This design comes from an exercise in tuning for small area, a short achievable clock period and few clock cycles per item on the open sky130 flow, not from production work.
Only simulation tests tie the RTL to the original design; equivalence was not proved.
No activity file was given, so power comes from the tool's default toggle rates.

==> inputs of v34 <==
Design data_mover_bram, start of the top module:
module data_mover_bram
#(
	parameter CNT_BIT = 31,
	parameter DWIDTH = 32,
	parameter AWIDTH = 12,
	parameter MEM_SIZE = 3481,
	parameter IN_DATA_WITDH = 32  
)
(
    input 				clk,
    input 				reset_n,
	input 				i_run,
	input  [CNT_BIT-1:0]	i_num_cnt,
	output   			o_idle,
	output   			o_read,
	output   			o_write,
	output  			o_done,
	output[AWIDTH-1:0] 	addr_b0,
	output 				ce_b0,
	output 				we_b0,
	input [DWIDTH-1:0]  q_b0,
	output[DWIDTH-1:0] 	d_b0,
	output[AWIDTH-1:0] 	addr_b1,
	output 				ce_b1,
	output 				we_b1,
	input [DWIDTH-1:0]  q_b1,
	output[DWIDTH-1:0] 	d_b1,
	output[AWIDTH-1:0] 	addr_b2,
	output 				ce_b2,
	output 				we_b2,
	input [DWIDTH-1:0]  q_b2,
	output[DWIDTH-1:0] 	d_b2,
	output[AWIDTH-1:0] 	addr_b3,
	output 				ce_b3,
	output 				we_b3,
	input [DWIDTH-1:0]  q_b3,
	output[DWIDTH-1:0] 	d_b3,
	output[AWIDTH-1:0] 	addr_b4,
	output 				ce_b4,
	output 				we_b4,
	input [DWIDTH-1:0]  q_b4,
	output[DWIDTH-1:0] 	d_b4,
	output[AWIDTH-1:0] 	addr_b5,
	output 				ce_b5,
	output 				we_b5,
	input [DWIDTH-1:0]  q_b5,
	output[DWIDTH-1:0] 	d_b5,
	output[AWIDTH-1:0] 	addr_b6,
	output 				ce_b6,
	output 				we_b6,
	input [DWIDTH-1:0]  q_b6,
	output[DWIDTH-1:0] 	d_b6,
	output[AWIDTH-1:0] 	addr_b7,
	output 				ce_b7,
	output 				we_b7,
	input [DWIDTH-1:0]  q_b7,
	output[DWIDTH-1:0] 	d_b7,
	output[AWIDTH-1:0] 	addr_b8,
	output 				ce_b8,
	output 				we_b8,
	input [DWIDTH-1:0]  q_b8,
	output[DWIDTH-1:0] 	d_b8,
	output[AWIDTH-1:0] 	addr_b9,
	output 				ce_b9,
	output 				we_b9,
	input [DWIDTH-1:0]  q_b9,
	output[DWIDTH-1:0] 	d_b9,
	output[AWIDTH-1:0] 	addr_b10,
	output 				ce_b10,
	output 				we_b10,
	input [DWIDTH-1:0]  q_b10,
	output[DWIDTH-1:0] 	d_b10,
	output[AWIDTH-1:0] 	addr_b11,
	output 				ce_b11,
	output 				we_b11,
	input [DWIDTH-1:0]  q_b11,
	output[DWIDTH-1:0] 	d_b11,
	output[AWIDTH-1:0] 	addr_b12,
	output 				ce_b12,
	output 				we_b12,
	input [DWIDTH-1:0]  q_b12,
	output[DWIDTH-1:0] 	d_b12,
	output[AWIDTH-1:0] 	addr_b13,
	output 				ce_b13,
	output 				we_b13,
	input [DWIDTH-1:0]  q_b13,
	output[DWIDTH-1:0] 	d_b13,
	output[AWIDTH-1:0] 	addr_b14,
	output 				ce_b14,
	output 				we_b14,
	input [DWIDTH-1:0]  q_b14,
	output[DWIDTH-1:0] 	d_b14,
	output[AWIDTH-1:0] 	addr_b15,
	output 				ce_b15,
	output 				we_b15,
	input [DWIDTH-1:0]  q_b15,
	output[DWIDTH-1:0] 	d_b15,
	output[AWIDTH-1:0] 	addr_b16,
	output 				ce_b16,
	output 				we_b16,
	input [DWIDTH-1:0]  q_b16,
	output[DWIDTH-1:0] 	d_b16,
	output[DWIDTH-1:0]  result_0,
	output[DWIDTH-1:0]  result_1,
	output[DWIDTH-1:0]  result_2,
	output[DWIDTH-1:0]  result_3,
	output[DWIDTH-1:0]  result_4,
	output[DWIDTH-1:0]  result_5,
	output[DWIDTH-1:0]  result_6,
	output[DWIDTH-1:0]  result_7,
	output[DWIDTH-1:0]  result_8,
	output[DWIDTH-1:0]  result_9,
	output[DWIDTH-1:0]  result_10,
	output[DWIDTH-1:0]  result_11,
	output[DWIDTH-1:0]  result_12,
	output[DWIDTH-1:0]  result_13,
	output[DWIDTH-1:0]  result_14,
	output[DWIDTH-1:0]  result_15
    );
Settings: LEC_CHECK=0, CAP_MARGIN=20, CORE_MARGIN=2, CORE_UTILIZATION=50, CTS_CLUSTER_DIAMETER=100, CTS_CLUSTER_SIZE=30, SLEW_MARGIN=20, SYNTH_HIERARCHICAL=1; clock period 10.0 ns.
standard.sh (not shown) runs the stock make flow with config.mk's settings and CLKGATE_MAP_FILE= SYNTH_SCRIPT=/design/flow/synth_recipe.tcl, a recipe that flattens the netlist after the stock synthesis.
==> flow/flow/run.sh <==
#!/bin/bash
# Layout flow: the standard ORFS flow (standard.sh, with the standard synthesis), with
# these changes to how the layout is made:
#   - the port buffers that placement inserts start as buf_1 cells (the resizer sizes up
#     the ones on timing paths), not the delay cells it picks by default;
#   - antenna repair after detailed routing may take more rounds.
# ORFS writes each step's full log under orfs/logs/; make's own output goes to make.log.
set -euo pipefail
export BUFFER_PORTS_ARGS="-buffer_cell sky130_fd_sc_hd__buf_1"
export SETUP_SLACK_MARGIN=6.3
export MAX_REPAIR_ANTENNAS_ITER_DRT=15
bash standard.sh finish > make.log 2>&1
==> v27: changes against v34 <==
--- a/flow/design.v
+++ b/flow/design.v
@@ -3,18 +3,24 @@
     input             clk,
     input             i_clr_pre,   
     input             i_rd_nxt,    
     input      [11:0] i_addr_nxt,  
     output reg        o_ce,        
     output reg [11:0] o_addr,      
-    input      [31:0] i_m1,        
-    input      [31:0] i_m3,        
+    input      [31:0] i_n1,        
+    input      [31:0] i_n3,        
     input             i_vld,       
     input      [31:0] i_wegt,      
     output     [31:0] o_result
 );
+reg  [31:0] i_m1;
+reg  [31:0] i_m3;
+always @(posedge clk) begin
+    i_m1 <= i_n1;
+    i_m3 <= i_n3;
+end
 reg [54:0] e_r;
 wire [54:0] e_d;
 assign e_d[0] = ((i_wegt[0] & ~i_wegt[1] & ~i_wegt[2]) | (i_wegt[0] & i_wegt[1] & i_wegt[2])) & i_vld;
 assign e_d[1] = ((~i_wegt[0] & i_wegt[1] & ~i_wegt[2]) | (~i_wegt[0] & i_wegt[1] & i_wegt[2])) & i_vld;
 assign e_d[2] = ((i_wegt[0] & i_wegt[1] & ~i_wegt[2]) | (i_wegt[0] & ~i_wegt[1] & i_wegt[2])) & i_vld;
 assign e_d[3] = ((~i_wegt[0] & ~i_wegt[1] & i_wegt[2])) & i_vld;
@@ -844,47 +850,12 @@
 assign o_result = acc;
 endmodule
 module fc_fa (input a, input b, input c, output s, output co);
 assign s  = a ^ b ^ c;
 assign co = (a & b) | (a & c) | (b & c);
 endmodule
-module fc_ctlout (
-    input             clk,
-    input             reset_n,
-    input             i_idle, i_write, i_done, i_rd,
-    input      [11:0] i_addr,
-    output reg        o_idle, o_write, o_done, o_rd,
-    output reg [11:0] o_addr
-);
-always @(posedge clk or negedge reset_n) begin
-    if (!reset_n) begin
-        o_idle  <= 1'b1;
-        o_write <= 1'b0;
-        o_done  <= 1'b0;
-        o_rd    <= 1'b0;
-    end else begin
-        o_idle  <= i_idle;
-        o_write <= i_write;
-        o_done  <= i_done;
-        o_rd    <= i_rd;
-    end
-end
-always @(posedge clk) o_addr <= i_addr;
-endmodule
-module fc_mreg (
-    input             clk,
-    input      [31:0] i_n1,
-    input      [31:0] i_n3,
-    output reg [31:0] o_m1,
-    output reg [31:0] o_m3
-);
-always @(posedge clk) begin
-    o_m1 <= i_n1;
-    o_m3 <= i_n3;
-end
-endmodule
 `timescale 1ns / 1ps
 module data_mover_bram
 #(
 	parameter CNT_BIT = 31,
 	parameter DWIDTH = 32,
 	parameter AWIDTH = 12,
@@ -1007,39 +978,34 @@
 reg  [11:0] addr;                
 wire        start = st_idle & i_run;
 wire        last  = rd & (addr == 12'd0);
 wire [11:0] addr_dec = (start ? i_num_cnt[11:0] : addr) - 12'd1;
 reg  [5:1] lst;               
 reg  [4:1] fst;               
-wire        idle_nx  = st_done | (st_idle & ~i_run);
-wire        write_nx = start | (st_write & ~lst[5]);
-wire        done_nx  = lst[5];
-wire        rd_nx    = start | (rd & ~last);
 always @(posedge clk or negedge reset_n) begin
     if (!reset_n) begin
         st_idle  <= 1'b1;
         st_write <= 1'b0;
         st_done  <= 1'b0;
         rd       <= 1'b0;
         lst      <= {5{1'b0}};
         fst      <= {4{1'b0}};
     end else begin
-        st_idle  <= idle_nx;
-        st_write <= write_nx;
-        st_done  <= done_nx;
-        rd       <= rd_nx;
+        st_idle  <= st_done | (st_idle & ~i_run);
+        st_write <= start | (st_write & ~lst[5]);
+        st_done  <= lst[5];
+        rd       <= start | (rd & ~last);
         lst      <= {lst[4:1], last};
         fst      <= {fst[3:1], start};
     end
 end
 always @(posedge clk) addr <= addr_dec;
-fc_ctlout u_ctlout (
-    .clk(clk), .reset_n(reset_n),
-    .i_idle(idle_nx), .i_write(write_nx), .i_done(done_nx), .i_rd(rd_nx), .i_addr(addr_dec),
-    .o_idle(o_idle), .o_write(o_write), .o_done(o_done), .o_rd(o_read), .o_addr(addr_b0));
-assign ce_b0 = o_read;
+assign o_idle  = st_idle;
+assign o_write = st_write;
+assign o_done  = st_done;
+assign o_read  = rd;
 reg         rd_w;
 reg  [11:0] addr_w;
 always @(posedge clk or negedge reset_n) begin
     if (!reset_n) rd_w <= 1'b0;
     else          rd_w <= rd;
 end
@@ -1056,29 +1022,13 @@
 always @(posedge clk or negedge reset_n) begin
     if (!reset_n) vld_w <= 1'b0;
     else          vld_w <= vld;
 end
 wire [31:0] m1 = n;
 wire [31:0] m3 = n + {n[30:0], 1'b0};
-wire [31:0] m1_0, m3_0;
-fc_mreg u_mreg_0 (.clk(clk), .i_n1(m1), .i_n3(m3), .o_m1(m1_0), .o_m3(m3_0));
-wire [31:0] m1_1, m3_1;
-fc_mreg u_mreg_1 (.clk(clk), .i_n1(m1), .i_n3(m3), .o_m1(m1_1), .o_m3(m3_1));
-wire [31:0] m1_2, m3_2;
-fc_mreg u_mreg_2 (.clk(clk), .i_n1(m1), .i_n3(m3), .o_m1(m1_2), .o_m3(m3_2));
-wire [31:0] m1_3, m3_3;
-fc_mreg u_mreg_3 (.clk(clk), .i_n1(m1), .i_n3(m3), .o_m1(m1_3), .o_m3(m3_3));
-wire [31:0] m1_4, m3_4;
-fc_mreg u_mreg_4 (.clk(clk), .i_n1(m1), .i_n3(m3), .o_m1(m1_4), .o_m3(m3_4));
-wire [31:0] m1_5, m3_5;
-fc_mreg u_mreg_5 (.clk(clk), .i_n1(m1), .i_n3(m3), .o_m1(m1_5), .o_m3(m3_5));
-wire [31:0] m1_6, m3_6;
-fc_mreg u_mreg_6 (.clk(clk), .i_n1(m1), .i_n3(m3), .o_m1(m1_6), .o_m3(m3_6));
-wire [31:0] m1_7, m3_7;
-fc_mreg u_mreg_7 (.clk(clk), .i_n1(m1), .i_n3(m3), .o_m1(m1_7), .o_m3(m3_7));
-assign we_b0 = 1'b0; assign d_b0 = 32'd0;
+assign addr_b0 = addr; assign ce_b0 = rd; assign we_b0 = 1'b0; assign d_b0 = 32'd0;
 assign we_b1 = 1'b0; assign d_b1 = 32'd0;
 assign we_b2 = 1'b0; assign d_b2 = 32'd0;
 assign we_b3 = 1'b0; assign d_b3 = 32'd0;
 assign we_b4 = 1'b0; assign d_b4 = 32'd0;
 assign we_b5 = 1'b0; assign d_b5 = 32'd0;
 assign we_b6 = 1'b0; assign d_b6 = 32'd0;
@@ -1092,84 +1042,84 @@
 assign we_b14 = 1'b0; assign d_b14 = 32'd0;
 assign we_b15 = 1'b0; assign d_b15 = 32'd0;
 assign we_b16 = 1'b0; assign d_b16 = 32'd0;
 fully_connected_core u_lane_0 (
     .clk(clk), .i_clr_pre(fst[3]), .i_rd_nxt(rd), .i_addr_nxt(addr), .o_ce(ce_b1), .o_addr(addr_b1),
     .i_vld(vld_w),
-    .i_m1(m1_0), .i_m3(m3_0),
+    .i_n1(m1), .i_n3(m3),
     .i_wegt(q_b1), .o_result(result_0));
 fully_connected_core u_lane_1 (
     .clk(clk), .i_clr_pre(fst[3]), .i_rd_nxt(rd), .i_addr_nxt(addr), .o_ce(ce_b2), .o_addr(addr_b2),
     .i_vld(vld_w),
-    .i_m1(m1_0), .i_m3(m3_0),
+    .i_n1(m1), .i_n3(m3),
     .i_wegt(q_b2), .o_result(result_1));
 fully_connected_core u_lane_2 (
     .clk(clk), .i_clr_pre(fst[3]), .i_rd_nxt(rd), .i_addr_nxt(addr), .o_ce(ce_b3), .o_addr(addr_b3),
     .i_vld(vld_w),
-    .i_m1(m1_1), .i_m3(m3_1),
+    .i_n1(m1), .i_n3(m3),
     .i_wegt(q_b3), .o_result(result_2));
 fully_connected_core u_lane_3 (
     .clk(clk), .i_clr_pre(fst[3]), .i_rd_nxt(rd), .i_addr_nxt(addr), .o_ce(ce_b4), .o_addr(addr_b4),
     .i_vld(vld_w),
-    .i_m1(m1_1), .i_m3(m3_1),
+    .i_n1(m1), .i_n3(m3),
     .i_wegt(q_b4), .o_result(result_3));
 fully_connected_core u_lane_4 (
     .clk(clk), .i_clr_pre(fst[3]), .i_rd_nxt(rd), .i_addr_nxt(addr), .o_ce(ce_b5), .o_addr(addr_b5),
     .i_vld(vld_w),
-    .i_m1(m1_2), .i_m3(m3_2),
+    .i_n1(m1), .i_n3(m3),
     .i_wegt(q_b5), .o_result(result_4));
 fully_connected_core u_lane_5 (
     .clk(clk), .i_clr_pre(fst[3]), .i_rd_nxt(rd), .i_addr_nxt(addr), .o_ce(ce_b6), .o_addr(addr_b6),
     .i_vld(vld_w),
-    .i_m1(m1_2), .i_m3(m3_2),
+    .i_n1(m1), .i_n3(m3),
     .i_wegt(q_b6), .o_result(result_5));
 fully_connected_core u_lane_6 (
     .clk(clk), .i_clr_pre(fst[3]), .i_rd_nxt(rd), .i_addr_nxt(addr), .o_ce(ce_b7), .o_addr(addr_b7),
     .i_vld(vld_w),
-    .i_m1(m1_3), .i_m3(m3_3),
+    .i_n1(m1), .i_n3(m3),
     .i_wegt(q_b7), .o_result(result_6));
 fully_connected_core u_lane_7 (
     .clk(clk), .i_clr_pre(fst[3]), .i_rd_nxt(rd), .i_addr_nxt(addr), .o_ce(ce_b8), .o_addr(addr_b8),
     .i_vld(vld_w),
-    .i_m1(m1_3), .i_m3(m3_3),
+    .i_n1(m1), .i_n3(m3),
     .i_wegt(q_b8), .o_result(result_7));
 fully_connected_core u_lane_8 (
     .clk(clk), .i_clr_pre(fst[3]), .i_rd_nxt(rd), .i_addr_nxt(addr), .o_ce(ce_b9), .o_addr(addr_b9),
     .i_vld(vld_w),
-    .i_m1(m1_4), .i_m3(m3_4),
+    .i_n1(m1), .i_n3(m3),
     .i_wegt(q_b9), .o_result(result_8));
 fully_connected_core u_lane_9 (
     .clk(clk), .i_clr_pre(fst[3]), .i_rd_nxt(rd), .i_addr_nxt(addr), .o_ce(ce_b10), .o_addr(addr_b10),
     .i_vld(vld_w),
-    .i_m1(m1_4), .i_m3(m3_4),
+    .i_n1(m1), .i_n3(m3),
     .i_wegt(q_b10), .o_result(result_9));
 fully_connected_core u_lane_10 (
     .clk(clk), .i_clr_pre(fst[3]), .i_rd_nxt(rd), .i_addr_nxt(addr), .o_ce(ce_b11), .o_addr(addr_b11),
     .i_vld(vld_w),
-    .i_m1(m1_5), .i_m3(m3_5),
+    .i_n1(m1), .i_n3(m3),
     .i_wegt(q_b11), .o_result(result_10));
 fully_connected_core u_lane_11 (
     .clk(clk), .i_clr_pre(fst[3]), .i_rd_nxt(rd), .i_addr_nxt(addr), .o_ce(ce_b12), .o_addr(addr_b12),
     .i_vld(vld_w),
-    .i_m1(m1_5), .i_m3(m3_5),
+    .i_n1(m1), .i_n3(m3),
     .i_wegt(q_b12), .o_result(result_11));
 fully_connected_core u_lane_12 (
     .clk(clk), .i_clr_pre(fst[3]), .i_rd_nxt(rd), .i_addr_nxt(addr), .o_ce(ce_b13), .o_addr(addr_b13),
     .i_vld(vld_w),
-    .i_m1(m1_6), .i_m3(m3_6),
+    .i_n1(m1), .i_n3(m3),
     .i_wegt(q_b13), .o_result(result_12));
 fully_connected_core u_lane_13 (
     .clk(clk), .i_clr_pre(fst[3]), .i_rd_nxt(rd), .i_addr_nxt(addr), .o_ce(ce_b14), .o_addr(addr_b14),
     .i_vld(vld_w),
-    .i_m1(m1_6), .i_m3(m3_6),
+    .i_n1(m1), .i_n3(m3),
     .i_wegt(q_b14), .o_result(result_13));
 fully_connected_core u_lane_14 (
     .clk(clk), .i_clr_pre(fst[3]), .i_rd_nxt(rd), .i_addr_nxt(addr), .o_ce(ce_b15), .o_addr(addr_b15),
     .i_vld(vld_w),
-    .i_m1(m1_7), .i_m3(m3_7),
+    .i_n1(m1), .i_n3(m3),
     .i_wegt(q_b15), .o_result(result_14));
 fully_connected_core u_lane_15 (
     .clk(clk), .i_clr_pre(fst[3]), .i_rd_nxt(rd), .i_addr_nxt(addr), .o_ce(ce_b16), .o_addr(addr_b16),
     .i_vld(vld_w),
-    .i_m1(m1_7), .i_m3(m3_7),
+    .i_n1(m1), .i_n3(m3),
     .i_wegt(q_b16), .o_result(result_15));
 endmodule
==> flow/flow/run.sh (replaced) <==
#!/bin/bash
set -euo pipefail
export BUFFER_PORTS_ARGS="-buffer_cell sky130_fd_sc_hd__buf_4"
export SETUP_SLACK_MARGIN=6.3
bash standard.sh finish > make.log 2>&1
--- a/flow/config.mk
+++ b/flow/config.mk
@@ -4,11 +4,11 @@
 export VERILOG_FILES = /design/flow/design.v
 export SDC_FILE = /design/flow/constraint.sdc
 export NUM_CORES = 8
 export LEC_CHECK = 0
 export CAP_MARGIN = 20
 export CORE_MARGIN = 2
-export CORE_UTILIZATION = 50
+export CORE_UTILIZATION = 40
 export CTS_CLUSTER_DIAMETER = 100
 export CTS_CLUSTER_SIZE = 30
 export SLEW_MARGIN = 20
 export SYNTH_HIERARCHICAL = 1
==> comparison <==
Of v27 and v34, v27 has the higher clock power (gap about 10%, measured against v34). Hold slack: v27 is higher than v34 (0.00054 ns). v34 produced a clean layout. v27 reached the layout checks and failed them: antenna violations. Between v27 and v34, the lower area after synthesis is in v34 (gap 3.8%, measured against v34). Count of clock-buffer cells in the layout: v27 is higher than v34 (29). In v34 the die area is smaller than in v27, by about 23%. Between v27 and v34, the lower worst setup slack is in v34 (gap 0.013 ns).
==> figures <==
Switch share: v27 0.4641; v34 0.4755
Number of nets in the layout: v27 28.38k; v34 28.05k
R2R setup slack: v27 6.29 ns; v34 6.27 ns
Synth Area per Inst: v27 10.62 sq um; v34 10.44 sq um
Post-DP HPWL: v27 720800 microns; v34 687400 microns
Ratio of total power to cell area: v27 399.8 nW/um^2; v34 410.0 nW/um^2
Crit path buf inv count: v27 2; v34 1
Result of the run: v27 complete, but fails checks; v34 no timing/DRC/antenna violations
Layout check failures: v27 antenna violations; v34 -
Number of sequential cells in the layout: v27 3866; v34 3370
Fraction of synthesized area in multiplexers: v27 0.001026; v34 0.001065
Placer Congestion: v27 0.9472; v34 0.9688
Worst-case vdd ir drop: v27 0.4730 mV; v34 0.3769 mV
Reported leakage power: v27 110.8 nW; v34 103.3 nW
Testbench counts of v34, summed over its fixed seeds: cycles 51,412, items 50,068.
Testbench counts of v27, summed over its fixed seeds: cycles 51,412, items 50,068.

-- re-timing with driven ports --
The results above use ideal ports. As a check the final layouts listed here were re-extracted and re-timed, cells and wires unchanged. Step 1 sets driving cells, clkbuf_16 on the clock port and buf_2 on the other inputs (assumed; they add their load-dependent delay and slew). Step 2, shift: input delay + t, output delay - t, t = (earliest + latest rising clock arrival at the registers) / 2. This alone moves slack from input paths to output paths. Slacks: ideal ports / drivers / drivers and shift; pairs: ideal ports / drivers.
run	shift t [ns]	setup WS [ns]	worst setup path after step 2	worst register clock-pin slew, ns
v34	1.118	6.229 / 6.091 / 5.320	input to register	0.12 / 0.12
v27	1.151	6.243 / 6.093 / 5.612	input to register	0.12 / 0.12
For v34, which loses most, drivers alone change the setup slack by -0.138 ns; drivers and shift together by -0.909 ns.
